Source: an optimization exercise on an open RTL-to-GDS flow (aim: small area). Production flows keep margins and buffers that such runs may drop.
In this exercise RTL edits were held to simulation tests only and were not proved equivalent to the original.

==> flow/design.v, too long to show whole: its modules and the start of the top module <==
// module top_level: 3016 lines
// module fa: 4 lines
// module ha: 4 lines
module top_level (
    input clk, reset,
    input logic signed [10:0] sig_modulated_fixed_real,
    input logic signed [10:0] sig_modulated_fixed_imag,
    input logic signed [10:0] demod_Lo_real,
    input logic signed [10:0] demod_Lo_imag,
    output logic signed [61:0] sig_demod_30_real,
    output logic signed [61:0] sig_demod_30_imag
);
  // ...
==> flow/flow/run.sh <==
#!/bin/bash
# The standard layout, with smaller port buffers: buffer_ports otherwise picks
# clkdlybuf4s50_1 for every port.
set -euo pipefail
export BUFFER_PORTS_ARGS="-buffer_cell sky130_fd_sc_hd__buf_2"
bash standard.sh > standard.log 2>&1
==> flow/standard.sh <==
#!/bin/bash
# synth_recipe.tcl (not shown) runs the flow's synth.tcl, then flattens the netlist and writes it again
# the make line also repeats each setting of config.mk as NAME=value (left out here)
make -C /OpenROAD-flow-scripts/flow DESIGN_CONFIG=/design/flow/config.mk WORK_HOME=/design/flow/orfs CLKGATE_MAP_FILE= SYNTH_SCRIPT=/design/flow/synth_recipe.tcl "${@:-finish}"
==> flow/config.mk <==
export PLATFORM = sky130hd
export DESIGN_NAME = top_level
export DESIGN_NICKNAME = top_level
export VERILOG_FILES = /design/flow/design.v
export SDC_FILE = /design/flow/constraint.sdc
export NUM_CORES = 4
export LEC_CHECK = 0
export CAP_MARGIN = 20
export CORE_MARGIN = 2
export CORE_UTILIZATION = 50
export CTS_BUF_LIST = sky130_fd_sc_hd__clkbuf_8
export GPL_TIMING_DRIVEN = 0
export SETUP_SLACK_MARGIN = 0.1
export SLEW_MARGIN = 20
export SYNTH_HIERARCHICAL = 1
export SYNTH_MINIMUM_KEEP_SIZE = 0
==> flow/constraint.sdc <==
create_clock -name core_clock -period 10.0 [get_ports {clk}]
set_input_delay 2.0000 -clock core_clock [delete_from_list [all_inputs] [get_ports {clk}]]
set_output_delay 2.0000 -clock core_clock [all_outputs]
set_load 0.01 [all_outputs]
==> flow_summary.json, run 1 <==
{
  "synth_seq_cells": 167,
  "wl_per_cell_um": 23.6,
  "r2r_cells": 32,
  "worstPathMaxFanout": 10,
  "inv_count": 106,
  "wl_met2_um": 36500,
  "synth-compound-area-share": 0.0781,
  "worst_ep_required_time_ps": 10400,
  "yosys_warnings": 7,
  "rsz0062_at_grt": "true",
  "cts.reportedPaths.clkPinSlew_ps": 100,
  "register_area_mm2": 0.00380,
  "fin_skew_ps": 11.1,
  "crit_family": "adder cells",
  "crit_path_end_kind": "flop",
  "grt.overflow.total": 0,
  "synthTopCellsByArea": "fa_1 40%, dfxtp_1 9.9%, nand2_1 9.6%, ha_1 8.4%, edfxtp_1 5.6%",
  "outcome": "complete, no violations",
  "multiInputGateArea_mm2": 0.0194,
  "place.detailed.hpwl_um": 66600,
  "holdPathStages": 2,
  "slowest_delay_ps": 620,
  "drive_gt1_frac": 0.148,
  "core_mm2": 0.0486,
  "synthMuxAreaShare": 0.00306,
  "fin_cells": 3430,
  "ant_nets": 0,
  "vias": 19500,
  "critPathMostFrequentCell": "fa_1",
  "io_pins": 170,
  "syn_inst": 2599,
  "cts_buffer_depth": 2,
  "hold_path_class": "reg2reg"
}
==> run 2: changes to the inputs <==
--- a/flow/design.v
+++ b/flow/design.v
@@ -3001,20 +3001,18 @@
         acc_im <= acc_next_im;
         if (last) begin
             out_re <= acc_re;
             out_im <= acc_im;
         end
     end
 end
 always_ff @(posedge clk) begin
-    if (is27 || fold) begin
-        nxt_re <= p_re;
-        nxt_im <= p_im;
-    end
+    nxt_re <= p_re;
+    nxt_im <= p_im;
 end
 assign sig_demod_30_real = {{33{out_re[28]}}, out_re};
 assign sig_demod_30_imag = {{33{out_im[28]}}, out_im};
 endmodule
 module fa (input a, b, c, output s, co);
 assign s = a ^ b ^ c;
 assign co = (a & b) | (a & c) | (b & c);
 endmodule
==> flow_summary.json, run 2 <==
{
  "synthMuxAreaShare": 0.00136,
  "synth_top_cell_area_share": 0.410,
  "async_reset_ff_frac": 0,
  "final_common_cell": "nand2_1",
  "crit_path_end_kind": "flop",
  "grt_max_degree": 36,
  "fin_nets": 3478,
  "antenna_found_initial": 1,
  "fin_ws_ps": 331,
  "clock_latency_ps": 500,
  "crit_type": "in2reg",
  "viasPerCell": 5.69,
  "area_delta_synth_final_pct": 9.65,
  "arrival_ps": 10050,
  "outcome": "complete, no violations",
  "fin_crit_sh": 0.967,
  "synth-compound-area-share": 0.0740,
  "grt_use_total": 0.332,
  "slowest_delay_ps": 530,
  "dp.cells": 3372,
  "synth_top_family_by_area": "adder cells",
  "layout_common_cells": "634 x nand2_1, 491 x fa_1, 195 x and2_1",
  "grt_pass1_vias": 20400,
  "fp.dieW_um": 223,
  "core_mm2": 0.0475,
  "die_h_um": 223,
  "worst_ep_required_time_ps": 10390,
  "synth_xor_xnor_area_share": 0.0249,
  "fin_skew_ps": 15.7,
  "postCtsHoldBufs": 0,
  "yosysUniqueCellTypes": 65,
  "synthTopCellsByArea": "fa_1 41%, dfxtp_1 14%, nand2_1 9.9%, ha_1 8.6%, and2_1 5.1%",
  "cts.sinks": 167,
  "fill_cells": 4419,
  "syn_inst": 2589,
  "drcViolationCount": 0,
  "setup_viol": 0,
  "ant_nets": 0,
  "finalHoldViolations": 0,
  "wl_per_cell_um": 23.4,
  "slew_headroom": 0.313,
  "cp-start-kind": "input port",
  "netlist_area_mm2": 0.0240,
  "synth_seq_cells": 167,
  "synthSimpleGateAreaFrac": 0.202,
  "cts.reportedPaths.clkPinSlew_ps": 90,
  "cts_tree": "yes",
  "drv_cap": 0,
  "ys_seq_area_frac": 0.140,
  "hold_path_class": "reg2reg",
  "fmax_ghz": 0.103,
  "initial_utilization": 0.504,
  "synth_most_common_cell": "nand2_1",
  "drive_gt1_frac": 0.141,
  "ys_top_cells_by_count": "634 x nand2_1, 491 x fa_1, 195 x and2_1, 167 x dfxtp_1, 164 x ha_1",
  "synthFlopType": "dfxtp_1",
  "postPlaceCellArea_mm2": 0.0256,
  "place.detailed.hpwl_um": 65100,
  "drt_pass1_iterations": 6,
  "worst_pin_slew_ps": 1030,
  "avgSynthCellArea_um2": 9.26,
  "grt.overflow.total": 0,
  "yosys_warnings": 7,
  "gp_congestion": 0.964,
  "slowest_stage": "fa_1",
  "final_cell_area_mm2": 0.0263,
  "critPathMostFrequentCell": "fa_1",
  "register_area_mm2": 0.00334,
  "fin_cells": 3405,
  "numCtsBuffers": 17,
  "rows": 80,
  "cts_buffer_depth": 2,
  "worstPathMaxFanout": 10,
  "min_period_ps": 9670,
  "ctsRootBufferMaster": "clkbuf_8",
  "holdWs_ps": 462,
  "yosysTopAreaCell": "fa_1",
  "die_area_mm2": 0.0497,
  "rsz0062_at_grt": "true",
  "dp_slack_ps": -860,
  "multiInputGateArea_mm2": 0.0192,
  "drtIter0Drc": 1466,
  "grt_pass1_wl_um": 122000,
  "synth_nets": 3290,
  "io_pins": 170,
  "finalWirelength_um": 79700,
  "vias": 19400,
  "synthAdderAreaFrac": 0.496,
  "port_buffers": 168,
  "drv_slew": 0,
  "htree_levels": 4,
  "synth-edff-count": 0
}
==> run 2: cell type report <==
cell class / instances / area share
antenna: 1 / 0.0000952
buffer: 214 / 0.0470
clock buffer: 19 / 0.00995
clock inverter: 12 / 0.00476
inverter: 116 / 0.0166
multi-input combinational: 2091 / 0.732
sequential: 167 / 0.127
tap: 615 / 0.0293
timing repair buffer: 170 / 0.0327
==> run 2: path summary, 6_finish.rpt <==
kind | to | from | cells after the start | slack (ps)
max | acc_im[28] | demod_Lo_real[7] | 28 | 330
min | out_re[26] | out_re[26] | 2 | 460
max reg2reg | acc_im[28] | cnt[2] | 31 | 630
min reg2reg | out_re[26] | out_re[26] | 2 | 460
==> run 2: kinds of logic after synthesis <==
group	count (synthesis)
DFF	167
xor gates and xnor gates	68
adders and majority gates	655
muxes	3
AOI/OAI and AO/OA	277
and+or+nand+nor	1088
buffers and inverters	331
==> run 2: timing repair <==
| action | in CTS | in global routing |
|---|---|---|
| setup endpoints to repair | 10 | 22 |
| endpoints found under the hold margin | 0 | 0 |
| setup buffers | 1 | 1 |
| resized for setup | 40 | 181 |
| pin swaps | 1 | 3 |
==> run 2: per-module statistics from Yosys (local to each module, per instance) <==
| module | copies in the design | cells inside | flip-flops and latches |
|---|---|---|---|
| fa | 491 | 1 | 0 |
| top_level | 1 | 1974 | 167 |
| ha | 124 | 1 | 0 |
==> run 2: per-layer routing <==
layer  GRT usage  vias up  routed length, um  share of wire
li1            -     8535                  -              -
met1       0.450     9689              33900           0.43
met2       0.518      964              35900           0.45
met3      0.0740      179               6670          0.084
met4       0.132        0               3200          0.040
met5           0        -                  0              0
==> run 2: critical path: cells and delay by family <==
family	cells	cell delay, ps
muxes	1	330
buffers and inverters	2	600
AOI/OAI and AO/OA	8	1680
adders and majority gates	9	4060
xor gates and xnor gates	1	270
and+or+nand+nor	7	1070
==> run 2: through the flow <==
step | utilization | TNS [ps]
finish | 0.553 | 0
global route | 0.553 | 0
CTS | 0.547 | 0
detailed placement | 0.538 | -8400
global placement | 0.538 | -7570
floorplan | - | 0
==> run 3: changes to the inputs <==
--- a/flow/config.mk
+++ b/flow/config.mk
@@ -10,7 +10,7 @@
 export CORE_UTILIZATION = 50
 export CTS_BUF_LIST = sky130_fd_sc_hd__clkbuf_8
 export GPL_TIMING_DRIVEN = 0
-export SETUP_SLACK_MARGIN = 0.1
+export SETUP_SLACK_MARGIN = 0.2
 export SLEW_MARGIN = 20
 export SYNTH_HIERARCHICAL = 1
 export SYNTH_MINIMUM_KEEP_SIZE = 0
==> flow_summary.json, run 3 <==
{
  "cts.sinks": 167,
  "setup_viol": 0,
  "cts_tree": "yes",
  "worst_ep_required_time_ps": 10390,
  "netlist_area_mm2": 0.0240,
  "fin_skew_ps": 16.9,
  "synth_top_cell_area_share": 0.410,
  "final_cell_area_mm2": 0.0264,
  "port_buffers": 168,
  "tns_ps": 0,
  "wl_per_cell_um": 23.5,
  "ant_nets": 0,
  "grt_use_total": 0.332,
  "worstHoldEndpoint": "out_re[26]",
  "drt_pass1_iterations": 6,
  "synth_seq_cells": 167,
  "cts.reportedPaths.clkPinSlew_ps": 90,
  "grt_pass1_vias": 20500,
  "min-delay-start": "out_re[26]",
  "crit_path_end_kind": "flop",
  "drcViolationCount": 0,
  "clock_latency_ps": 500,
  "yosysUniqueCellTypes": 65,
  "worstPathMaxFanout": 10,
  "drv_slew": 0,
  "numCtsBuffers": 17,
  "final_common_cell": "nand2_1",
  "r2r_slack_ps": 700,
  "r2r_cells": 31,
  "initial_utilization": 0.504,
  "dp.cells": 3372,
  "drtIter0Drc": 1509,
  "synth-edff-count": 0,
  "grt_max_degree": 36,
  "fin_nets": 3483,
  "outcome": "complete, no violations",
  "htree_levels": 4,
  "r2r_end": "acc_im[28]",
  "cp-start-kind": "input port",
  "worst_pin_slew_ps": 1030,
  "slew_headroom": 0.313,
  "synth_nets": 3290,
  "ys_seq_area_frac": 0.140,
  "avgSynthCellArea_um2": 9.26,
  "arrival_ps": 10010,
  "fin_crit_sh": 0.963,
  "finalHoldViolations": 0,
  "ys_top_cells_by_count": "634 x nand2_1, 491 x fa_1, 195 x and2_1, 167 x dfxtp_1, 164 x ha_1",
  "vias": 19500,
  "cts_buffer_depth": 2,
  "drv_cap": 0,
  "yosys_warnings": 7,
  "place.detailed.hpwl_um": 65100,
  "rsz0062_at_grt": "false",
  "antenna_found_initial": 1,
  "yosysTopAreaCell": "fa_1",
  "synthTopCellsByArea": "fa_1 41%, dfxtp_1 14%, nand2_1 9.9%, ha_1 8.6%, and2_1 5.1%",
  "fin_cells": 3410,
  "holdPathStages": 2,
  "async_reset_ff_frac": 0,
  "rows": 80,
  "postCtsHoldBufs": 0,
  "core_mm2": 0.0475,
  "viasPerCell": 5.71,
  "layout_common_cells": "634 x nand2_1, 490 x fa_1, 195 x and2_1",
  "holdWs_ps": 461,
  "grt.overflow.total": 0,
  "die_area_mm2": 0.0497,
  "gp_congestion": 0.964,
  "grt_pass1_wl_um": 123000,
  "synthFlopType": "dfxtp_1",
  "hold_path_class": "reg2reg",
  "finalWirelength_um": 80200,
  "crit_type": "in2reg",
  "fmax_ghz": 0.104,
  "r2r_start": "cnt[3]",
  "synth_most_common_cell": "nand2_1",
  "ctsRootBufferMaster": "clkbuf_8",
  "io_pins": 170,
  "area_delta_synth_final_pct": 10.2,
  "postPlaceCellArea_mm2": 0.0256,
  "drive_gt1_frac": 0.146,
  "min_period_ps": 9630,
  "die_h_um": 223,
  "syn_inst": 2589,
  "fp.dieW_um": 223
}
==> run 3: cell counts after synthesis <==
No cell type changed its count.
==> run 3: critical path: stages <==
cell      delay (ps)
buf_2            200
clkbuf_2         450
nand2_1          140
fa_1             470
fa_1             490
fa_1             450
fa_1             460
fa_1             530
fa_1             490
ha_1             380
nand2_1           90
nor2_1            90
o21ai_1          170
a21boi_4         260
o21ai_1          130
nor2b_2          190
xnor2_2          260
nor2_1           100
fa_1             490
ha_1             340
and3_1           240
and2_1           180
a221oi_2         270
nand2_2          160
a31oi_4          270
o211ai_4         150
o31ai_4          190
mux2_1           330
==> run 3: cells by family after synthesis <==
family                     count (synthesis)  synth area share
xor gates and xnor gates                  68            0.0249
buffers and inverters                    331            0.0623
DFF                                      167             0.140
adders and majority gates                655             0.496
AOI/OAI and AO/OA                        277            0.0740
muxes                                      3           0.00136
and+or+nand+nor                         1088             0.202
==> run 3: what timing repair did <==
item,4_1_cts,5_1_grt
resized for setup,68,200
buffers inserted,2,4
setup endpoints to repair,13,20
pin swaps,2,5
==> run 3: modules after synthesis (local to each module, per instance) <==
module,flip-flops and latches,times used
fa,0,491
ha,0,124
top_level,167,1
==> run 3: final cells by class <==
type                    count  area, um^2
diodes                      1        2.50
well taps                 615         769
plain buffers             215        1330
inverters                 116         435
multi-input cells        2091       19200
repair buffers            174         901
clock buffers              19         262
flip-flops and latches    167        3340
clock inverters            12         125
fillers                  4389       21100
==> run 3: layer usage <==
| layer | wire length [um] | track usage | vias to the layer above |
|---|---|---|---|
| li1 | - | - | 8543 |
| met1 | 33800 | 0.451 | 9742 |
| met2 | 35900 | 0.519 | 988 |
| met3 | 7150 | 0.0744 | 188 |
| met4 | 3330 | 0.131 | 0 |
| met5 | 0 | 0 | - |
==> run 3: worst max path at each step <==
stage,from,endpoint,slack [ps],depth (start not counted)
after floorplan,sig_modulated_fixed_real[4],acc_im[28],570,28
after global placement,demod_Lo_imag[6],acc_im[28],-760,29
after detailed placement,demod_Lo_imag[6],acc_im[28],-860,29
after CTS,demod_Lo_real[5],acc_re[26],220,27
after global routing,sig_modulated_fixed_real[7],acc_im[28],200,29
final,sig_modulated_fixed_imag[4],acc_im[28],370,28
==> run 3: stage by stage <==
step / util / worst slack [ps]
floorplan: - / 570
global placement: 0.538 / -761
detailed placement: 0.538 / -860
CTS: 0.549 / 215
global route: 0.556 / 196
finish: 0.556 / 374

## what the ideal ports hide
How much do the figures lean on ideal ports? The routed layouts below were timed once more, with nothing changed but the port constraints. Step 1: set_driving_cell puts a clkbuf_16 on clk and a buf_2 on each other input, an assumption about the parent block. Step 2, shift: input delay + t, output delay - t, t = (earliest + latest rising clock arrival at the registers) / 2. This alone moves slack from input paths to output paths. Three values: ideal, step 1, step 2; two values: the first two.
run | t (ns) | setup slack, ns | latest minus earliest clock arrival (ns) | worst register clock-pin slew, ns | worst slew at a driven data input, ns
run 1 | 0.545 | 0.210 / 0.230 / -0.315 | 0.013 / 0.012 | 0.10 / 0.10 | 0.04
run 2 | 0.534 | 0.331 / 0.349 / -0.185 | 0.019 / 0.019 | 0.10 / 0.10 | 0.03
run 3 | 0.536 | 0.374 / 0.392 / -0.144 | 0.020 / 0.020 | 0.10 / 0.10 | 0.04
With both steps, setup timing fails in every run listed, where it was met with ideal ports. For run 1, which loses most, drivers alone change the setup slack by +0.020 ns; drivers and shift together by -0.525 ns.
